Context: an optimization exercise on an open-source flow, tuned for small area, a short achievable clock period and few clock cycles. The choices shown serve that exercise and are no tape-out recipe. For this run, only the layout was checked, not whether the RTL still works. Power figures rest on the tool's default switching activity, not on a simulated workload.

==> flow/design.v <==
module JAM (
    input CLK,
    input RST,
    output reg [2:0] W,
    output reg [2:0] J,
    input [6:0] Cost,
    output reg [3:0] MatchCount,
    output reg [9:0] MinCost,
    output Valid
);
    localparam [3:0] S_SCAN = 4'd0, S_SEL = 4'd1, S_AUG = 4'd2, S_TSET = 4'd3,
                     S_TIGHT = 4'd4, S_RYS0 = 4'd5, S_RYS = 4'd6, S_DRAIN = 4'd7,
                     S_DONE = 4'd8;
    reg [3:0] state;
    reg [7:0] vp [0:7];           
    reg [7:0] pend;
    reg [8:0] mv [0:7];           
    reg [2:0] way [0:7];
    reg [7:0] wroot;
    reg [2:0] p [0:7];            
    reg [7:0] matched;
    reg [6:0] mc [0:7];           
    reg [7:0] used;
    reg [2:0] ph;                 
    reg [6:0] Dp;                 
    reg [8:0] K;                  
    reg [8:0] DK;                 
    reg root;
    reg [2:0] j0;
    reg [2:0] Jn;
    reg pv;
    reg [7:0] todo;
    reg iss;
    reg [9:0] preA;
    reg [7:0] vpnA;
    reg [2:0] tkA, tkP;
    reg vB, rootB;
    reg [6:0] cB;
    reg [9:0] preB;
    reg [10:0] thrB;
    reg [2:0] jB;
    reg [8:0] mvB;
    reg [7:0] vpnB;
    reg [6:0] mcB;
    reg [2:0] kB;
    reg vC;
    reg [8:0] nmC;
    reg [9:0] eC;
    reg [7:0] vpnC;
    reg [2:0] jC;
    reg [2:0] fuC;
    reg fuvC;
    reg [8:0] best;
    reg [2:0] j1;
    reg [8:0] Kb;
    reg [7:0] vpcb;
    reg [2:0] fu1;
    reg fuv1;
    reg tn;
    reg [8:0] un;                 
    reg [63:0] T;                 
    reg [7:0] F;
    reg [7:0] S, cnt;
    reg [2:0] tbr;
    reg lastr;
    reg [3:0] r [0:7];
    reg par, fpar;
    reg [3:0] pa, pb;
    reg negR, vR, vR2, negR2;
    reg [3:0] prodR;
    reg dr;
    assign Valid = (state == S_DONE);
    function [2:0] lowbit;
        input [7:0] m;
        begin
            if (m[0]) lowbit = 3'd0;
            else if (m[1]) lowbit = 3'd1;
            else if (m[2]) lowbit = 3'd2;
            else if (m[3]) lowbit = 3'd3;
            else if (m[4]) lowbit = 3'd4;
            else if (m[5]) lowbit = 3'd5;
            else if (m[6]) lowbit = 3'd6;
            else lowbit = 3'd7;
        end
    endfunction
    wire tmode = (state == S_TIGHT);
    wire first = (ph == 3'd0) & root;
    wire [7:0] vpP = first ? 8'd0 : vp[Jn];
    wire [8:0] addP = pend[Jn] ? (tmode ? DK : {2'b00, Dp}) : K;
    wire [9:0] preP = {{2{vpP[7]}}, vpP} + {addP[8], addP};
    wire [8:0] mvA = mv[J];
    wire [10:0] thrA = {2'b00, tmode ? 9'd0 : mvA} - {preA[9], preA};
    wire ltB = rootB | (~thrB[10] & (thrB[9:0] > {3'b000, cB}));
    wire [9:0] keyB = {3'b000, cB} + preB;
    wire [8:0] nmB = ltB ? keyB[8:0] : mvB;
    wire [7:0] unusedB = ~used & ~(8'd1 << jB);
    wire betterC = vC & (nmC < best);
    wire [7:0] nused = used | (8'd1 << j1);
    wire [7:0] rest1 = ~nused & ~(8'd1 << fu1);
    wire [7:0] vp1 = vp[fu1];
    wire [9:0] pre1 = {{2{vp1[7]}}, vp1} + {Kb[8], Kb};
    wire [2:0] wayJ = way[J];
    wire [2:0] wayway = way[wayJ];
    wire [7:0] vp0 = vp[0];
    wire [9:0] pre0 = {{2{vp0[7]}}, vp0} + (pend[0] ? {3'b000, Dp} : 10'd0);
    reg [7:0] F1, F2, rowo, colo;
    integer a, b;
    always @(*) begin
        for (a = 0; a < 8; a = a + 1) begin
            rowo[a] = 1'b0;
            colo[a] = 1'b0;
            for (b = 0; b < 8; b = b + 1) if (a != b) begin
                rowo[a] = rowo[a] | T[8*a+b];
                colo[a] = colo[a] | T[8*b+a];
            end
        end
        F1 = ~rowo | ~colo;
        for (a = 0; a < 8; a = a + 1) begin
            rowo[a] = 1'b0;
            colo[a] = 1'b0;
            for (b = 0; b < 8; b = b + 1) if (a != b) begin
                rowo[a] = rowo[a] | (T[8*a+b] & ~F1[b]);
                colo[a] = colo[a] | (T[8*b+a] & ~F1[b]);
            end
        end
        F2 = F1 | ~rowo | ~colo;
    end
    wire [7:0] cntn = ((cnt | F) + 8'd1) & ~F;
    wire [3:0] f0 = F[0] ? 4'd1 : r[0];
    wire [3:0] f1 = F[1] ? 4'd1 : r[1];
    wire [3:0] f2 = F[2] ? 4'd1 : r[2];
    wire [3:0] f3 = F[3] ? 4'd1 : r[3];
    wire [3:0] f4 = F[4] ? 4'd1 : r[4];
    wire [3:0] f5 = F[5] ? 4'd1 : r[5];
    wire [3:0] f6 = F[6] ? 4'd1 : r[6];
    wire [3:0] f7 = F[7] ? 4'd1 : r[7];
    wire [3:0] m01 = f0 * f1;
    wire [3:0] m23 = f2 * f3;
    wire [3:0] m45 = f4 * f5;
    wire [3:0] m67 = f6 * f7;
    wire [3:0] m03 = m01 * m23;
    wire [3:0] m47 = m45 * m67;
    wire [3:0] prodP = pa * pb;
    wire radd = ~S[tbr];
    wire [2:0] tsel = (state == S_TIGHT) ? tkP + 3'd1 : 3'd0;
    wire [7:0] vpt = vp[tsel];
    integer i;
    always @(posedge CLK) begin
        un <= {2'b00, mc[tsel]} + {vpt[7], vpt} + (pend[tsel] ? {2'b00, Dp} : 9'd0);
        vB <= 1'b0;
        vC <= 1'b0;
        vR <= 1'b0;
        vR2 <= 1'b0;
        if (RST) begin
            state <= S_SCAN;
            ph <= 3'd0;
            pend <= 8'd0;
            matched <= 8'd0;
            used <= 8'd0;
            K <= 9'd0;
            root <= 1'b1;
            best <= 9'h1FF;
            W <= 3'd0;
            J <= 3'd0;
            iss <= 1'b1;
            preA <= 10'd0;
            vpnA <= 8'd0;
            vp[0] <= 8'd0;
            Jn <= 3'd1;
            pv <= 1'b1;
            todo <= 8'hFC;
            MinCost <= 10'd0;
            MatchCount <= 4'd0;
        end else begin
            if (iss) begin
                vB <= 1'b1;
                rootB <= root;
                cB <= Cost;
                preB <= preA;
                thrB <= thrA;
                jB <= J;
                kB <= tkA;
                mvB <= mvA;
                vpnB <= vpnA;
                mcB <= mc[J];
            end
            if (vB) begin
                if (tmode) begin
                    T[{kB, jB}] <= ({4'b0000, cB} == thrB);
                end else begin
                    vC <= 1'b1;
                    nmC <= nmB;
                    eC <= {3'b000, mcB} + {{2{vpnB[7]}}, vpnB};
                    vpnC <= vpnB;
                    jC <= jB;
                    fuC <= lowbit(unusedB);
                    fuvC <= (unusedB != 8'd0);
                    if (ltB) begin
                        mv[jB] <= keyB[8:0];
                        way[jB] <= j0;
                        wroot[jB] <= rootB;
                    end
                end
            end
            if (betterC) begin
                best <= nmC;
                j1 <= jC;
                Kb <= nmC - eC[8:0];
                vpcb <= vpnC - nmC[7:0];
                fu1 <= fuC;
                fuv1 <= fuvC;
            end
            if ((state == S_SCAN || state == S_TIGHT) && pv) begin
                preA <= preP;
                vpnA <= root ? preP[7:0] : vpP;
                if (root) begin
                    vp[Jn] <= preP[7:0];
                    pend[Jn] <= 1'b0;
                end
            end
            case (state)
                S_SCAN: begin
                    J <= Jn;
                    iss <= pv;
                    pv <= (todo != 8'd0);
                    Jn <= lowbit(todo);
                    todo <= todo & ~(8'd1 << lowbit(todo));
                    if (vC && !vB) state <= S_SEL;
                end
                S_SEL: begin
                    best <= 9'h1FF;
                    if (matched[j1]) begin
                        used <= nused;
                        vp[j1] <= vpcb;
                        K <= Kb;
                        root <= 1'b0;
                        j0 <= j1;
                        W <= p[j1];
                        J <= fu1;
                        iss <= 1'b1;
                        preA <= pre1;
                        vpnA <= vp1;
                        Jn <= lowbit(rest1);
                        pv <= (rest1 != 8'd0);
                        todo <= rest1 & ~(8'd1 << lowbit(rest1));
                        state <= S_SCAN;
                    end else begin
                        MinCost <= MinCost + {3'b000, best[6:0]};
                        Dp <= best[6:0];
                        pend <= used;
                        J <= j1;
                        W <= wroot[j1] ? ph : p[way[j1]];
                        state <= S_AUG;
                    end
                end
                S_AUG: begin
                    mc[J] <= Cost;
                    p[J] <= W;
                    matched[J] <= 1'b1;
                    if (!wroot[J]) begin
                        J <= wayJ;
                        W <= wroot[wayJ] ? ph : p[wayway];
                    end else if (ph != 3'd7) begin
                        ph <= ph + 3'd1;
                        used <= 8'd0;
                        K <= 9'd0;
                        root <= 1'b1;
                        W <= ph + 3'd1;
                        J <= 3'd0;
                        iss <= 1'b1;
                        preA <= pre0;
                        vpnA <= pre0[7:0];
                        vp[0] <= pre0[7:0];
                        pend[0] <= 1'b0;
                        Jn <= 3'd1;
                        pv <= 1'b1;
                        todo <= 8'hFC;
                        state <= S_SCAN;
                    end else begin
                        root <= 1'b0;
                        tn <= 1'b0;
                        state <= S_TSET;
                    end
                end
                S_TSET: begin
                    tn <= 1'b1;
                    if (tn) begin
                        K <= 9'd0 - un;
                        DK <= {2'b00, Dp} - un;
                        tkP <= 3'd0;
                        Jn <= 3'd0;
                        pv <= 1'b1;
                        iss <= 1'b0;
                        state <= S_TIGHT;
                    end
                end
                S_TIGHT: begin
                    J <= Jn;
                    iss <= pv;
                    tkA <= tkP;
                    if (pv) W <= p[tkP];
                    if (pv) begin
                        if (Jn != 3'd7) Jn <= Jn + 3'd1;
                        else if (tkP != 3'd7) begin
                            Jn <= 3'd0;
                            tkP <= tkP + 3'd1;
                            K <= 9'd0 - un;
                            DK <= {2'b00, Dp} - un;
                        end else pv <= 1'b0;
                    end
                    if (!pv && !iss && !vB) begin
                        F <= F2;
                        cnt <= 8'd0;
                        fpar <= ^(~F2);
                        state <= S_RYS0;
                    end
                end
                S_RYS0: begin
                    for (i = 0; i < 8; i = i + 1) r[i] <= 4'd0;
                    S <= 8'd0;
                    par <= 1'b0;
                    cnt <= cntn;
                    tbr <= lowbit(cntn);
                    lastr <= (cntn == 8'd0);
                    MatchCount <= 4'd0;
                    state <= S_RYS;
                end
                S_RYS: begin
                    vR <= 1'b1;
                    pa <= m03;
                    pb <= m47;
                    negR <= par ^ fpar;
                    if (lastr) begin
                        dr <= 1'b0;
                        state <= S_DRAIN;
                    end else begin
                        S[tbr] <= radd;
                        par <= ~par;
                        for (i = 0; i < 8; i = i + 1)
                            r[i] <= radd ? r[i] + T[8*i+tbr] : r[i] - T[8*i+tbr];
                        cnt <= cntn;
                        tbr <= lowbit(cntn);
                        lastr <= (cntn == 8'd0);
                    end
                end
                S_DRAIN: begin
                    dr <= 1'b1;
                    if (dr) state <= S_DONE;
                end
                default: ;
            endcase
            if (vR) begin
                vR2 <= 1'b1;
                prodR <= prodP;
                negR2 <= negR;
            end
            if (vR2) MatchCount <= negR2 ? MatchCount - prodR : MatchCount + prodR;
        end
    end
endmodule
==> flow/run.sh <==
#!/bin/bash
# synth_recipe.tcl (not shown) runs the flow's synth.tcl, then flattens the netlist and writes it again
# the make line also repeats each setting of config.mk as NAME=value (left out here)
make -C /OpenROAD-flow-scripts/flow DESIGN_CONFIG=/design/flow/config.mk WORK_HOME=/design/flow/orfs CLKGATE_MAP_FILE= SYNTH_SCRIPT=/design/flow/synth_recipe.tcl finish
==> flow/config.mk <==
export PLATFORM = sky130hd
export DESIGN_NAME = JAM
export DESIGN_NICKNAME = JAM
export VERILOG_FILES = /design/flow/design.v
export SDC_FILE = /design/flow/constraint.sdc
export NUM_CORES = 4
export LEC_CHECK = 0
export CAP_MARGIN = 20
export CORE_MARGIN = 2
export CORE_UTILIZATION = 40
export SLEW_MARGIN = 20
==> flow/constraint.sdc <==
create_clock -name core_clock -period 4.0 [get_ports {CLK}]
set_input_delay 0.8000 -clock core_clock [delete_from_list [all_inputs] [get_ports {CLK}]]
set_output_delay 0.8000 -clock core_clock [all_outputs]
set_load 0.01 [all_outputs]
==> results.txt <==
- GPL Wtd Cong: 0.9716
- GRT Util Overall: 0.2183
- # IOs: 30
- Reg power frac: 0.375
- Final Cell Area: roughly 42000 sq um
- Crit Path Class: reg -> reg
- Sequential area share after synthesis: 0.5017
- Dominant cells by area after synthesis: edfxtp_1 (43%), mux4_2 (7.8%), dfxtp_1 (7.0%), ha_1 (6.1%), nor2_1 (3.2%)
- Worst setup EP type: flop
- Commonest non-fill, non-tap cell in the layout: edfxtp_1
- Total grt overflow: 0
- Fraction of layout cells with a size suffix above 1: 0.1501
- Die ar.: 94310 sq um
- Most used flip-flop cell after synthesis: edfxtp_1
- Compound-gate portion of the synthesized area: 0.1147
- Crit Path Max Fanout: 4
- RSZ-0062 raised after global routing: no
- Drt initial violations: 3007
- Post-Synth Simple-Gate Area: 0.1050
- Power per cell area: 634.0 nW/um^2
- Xor/xnor cell area share of the yosys netlist: 0.03912
- Total leakage power: 15.47 nW
- Max_slew headroom: 0.2720
- Via/cell ratio: 5.778
- Synth unique cells: 71
- Remaining DRCs: 0
- Final Slew Violations: 0
- Pre-CTS setup slack: 19.66 ps
- Synth Instances: 3172
- Yosys warning count: 2
- Synthesis-to-finish area growth: 13.35%
- Clock Power Share: 0.257
- Core box area: 91390 sq um
- Initial DRT Pass Iterations: 7
- Die Y: 307.1 microns
- Synthesis-stage register bit count: 657
- Avg Synthesized Cell Area: about 12 sq um
- Fin nets: 3499
- Top Family by Delay on Critical Path: adder cells
- Post-Synthesis Net Count: 3387
- Synth top area share: 0.4315
- Multi-input logic area: 17230 sq um
- Multiplexer share of the synthesized area: 0.1302
- Antenna cell count: 0
- Reg2Reg Setup Slack: around 200 ps
- Synth area leader: edfxtp_1
- Worst skew pair latency: 650 ps
- Total number of vias: around 26000
- Buffer depth of the longest clock path: 3
- Site Rows: 111
- # Max-Cap Violations: 0
- H-Tree Level Count: 3
- Setup TNS: 0 ps
- Count of input and output buffers: 29
- Largest net degree at the start of global routing: 65
- Worst EP arrival: approximately 4300 ps
- Clock Skews: 23.66 ps
- Psw: between 0.009 and 0.01 W
- Post-layout min period: 3796 ps
- Number of global-route vias before repair: 25102
- FF+latch area: 18440 sq um
- Worst slew pin tran: about 1100 ps
- Int Power: 0.01679 W
- Largest family of logic cells by synthesized area: multiplexers
- Initial Util: 0.4021
- VDD IR-drop max: 0.3680 mV
- Post-synth EDFFs: 528
- Clk root buf: clkbuf_16
- Area share of fa/ha/maj cells after synthesis: 0.07566
- Worst path most repeated cell: inv_1
- Antenna violations before repair: 2
- # setup viols final: 0
- Slack of the critical path: ~200 ps
- CTS Buf Count: 75
- Switch share: 0.3641
- CP max stage delay: 510 ps
- Fmax: 263.4 MHz
- Routed wire length: 102900 microns
- WL/cell: 22.70 microns
- Most frequent cells in the layout: edfxtp_1 (528), nor2_1 (308), nand2_1 (233), o21ai_0 (199), inv_1 (186)
- Crit-path cells: nand2b_4, nor3_4, buf_6, nand2_2, inv_2, mux4_2, mux2_2, nand2_1, fa_1, inv_1, ha_1, inv_1, fa_1, inv_1, a21oi_1, o21bai_1, a21o_1, a21oi_1, xnor2_1
- ANT nets after route: 0
- Period utilization: 0.9491
- Post-Syn Area: 36750 sq um
- CP startpoint kind: flop
- FILL cells: ~8400
- Sinks on Clock Net: 657
- CTS tree: yes
- Area after DPL: about 39000 sq um
- Wire length of the first global-routing pass: 157000 microns
- Logic gate share of total power: 0.368
- Critical Path RT: 4530 ps
- Share of flip-flops with an asynchronous set or reset: 0
- Final hold vios: 0
- CP max stage cell: mux4_2
- Critical path buffers and inverters: 5
- Post-DP HPWL: 75350 microns
- Chip width: 307.1 microns
- Worst hold path class: reg -> reg
- Clock transition at the registers of the reported paths: ~70 ps
- Run status: timing/DRC/antenna clean
[registers in the layout, indices dropped and copies added, names as in the netlist, 11 cells and up, named ones only]
| name | flops |
|---|---|
| mc | 56 |
| thrB | 11 |
| p | 24 |
| r | 32 |
| T | 64 |
| vp | 64 |
| mv | 72 |
| way | 24 |
[Yosys cell counts (12+ instances only)]
master    instances
nor3b_1          12
a211oi_1         20
fa_1             27
a31oi_1          22
inv_1           187
nor2b_1          32
o21ai_0         200
a21o_1           43
a222oi_1         23
nand2b_1         29
nor3_1           71
ha_1            179
and2_1           47
xnor2_1         112
edfxtp_1        528
mux2i_1          92
mux2_2           78
o21bai_1         23
nor2_1          309
nand3_1          40
and3_1           14
o211ai_1         13
clkbuf_1         99
nor4_1           29
mux4_2          127
o22ai_1          13
dfxtp_1         129
buf_1            23
xor2_1           47
a21oi_1         179
a22oi_1          68
nand2_1         236
[cell type report]
cell class                      instances  area share
Sequential cell                       657      0.4426
Multi-Input combinational cell       2194      0.4136
Clock buffer                           96     0.04791
Tap cell                             1186     0.03562
Timing Repair Buffer                  167     0.03361
Inverter                              189     0.01703
Clock inverter                         42    0.009642
[metal layers]
| metal | GRT usage | vias up | part of all wire | routed length (microns) |
|---|---|---|---|---|
| met5 | 0 | - | 0.00017 | 18 |
| met4 | 0.08576 | 2 | 0.041 | 4204 |
| met3 | 0.03101 | 216 | 0.062 | 6400 |
| met2 | 0.3469 | 999 | 0.46 | 47210 |
| met1 | 0.3026 | 12891 | 0.44 | 45040 |
| li1 | - | 12074 | - | - |
[metrics by stage]
step	power [W]	std cells	hold slack [ps]	util
after floorplan	0.01636	3172	400.3	-
after detailed placement	0.01963	4390	404.5	0.4283
final	0.02641	4531	417.1	0.4558
after global placement	0.01954	4390	406.1	0.4283
after CTS	0.02648	4528	418.5	0.4546
after global routing	0.02784	4531	445.3	0.4558
[path summary, 6_finish.rpt]
check	start	to	depth (start not counted)
worst max register to register	state[3]	un[7]	19
worst min-delay path	negR	negR2	0
worst max-delay path	state[3]	un[7]	19
worst min register to register	negR	negR2	0
[logic make-up after synthesis]
kind of cell	count (synthesis)
XOR/XNOR	161
buffers and inverters	321
multiplexers	303
AO/OA/AOI/OAI	675
adder cells (fa/ha/maj)	206
AND/OR/NAND/NOR	849
flip-flops	657
[timing repair]
| item | CTS | global route |
|---|---|---|
| setup buffers | 0 | 3 |
| hold buffers | 0 | 0 |
| resized for setup | 1 | 22 |
| setup endpoints to repair | 1 | 23 |
| pin swaps | 0 | 2 |
[power by group through the flow]
stage	clock network, W	registers (W)	logic, W
after CTS	0.00691	0.00990	0.00967
after floorplan	0	0.00955	0.00681
after global placement	0	0.0100	0.00951
final	0.00678	0.00990	0.00973
after global routing	0.00717	0.00999	0.0107
after detailed placement	0	0.0100	0.00960

[afterwards: timing with drivers on the ports]
How much do the figures lean on ideal ports? The routed layout below was timed once more, with nothing changed but the port constraints. Step 1, drivers: a clkbuf_16 drives CLK and a buf_2 each remaining input, both assumed. Step 2 moves the port delays by t, midway between the first and last clock arrival at a register: inputs arrive t later, outputs are due t later. That takes back most of the time a late clock gives input paths. Three values: ideal ports, drivers, drivers and shift; two values: the first two.
t (ns): 0.705
slack for setup (ns): 0.204 / 0.204 / 0.204
worst setup path at the end: register to register
After both steps this run still meets setup and hold. For this run, drivers alone change the setup slack by 0.000 ns; drivers and shift together by 0.000 ns.
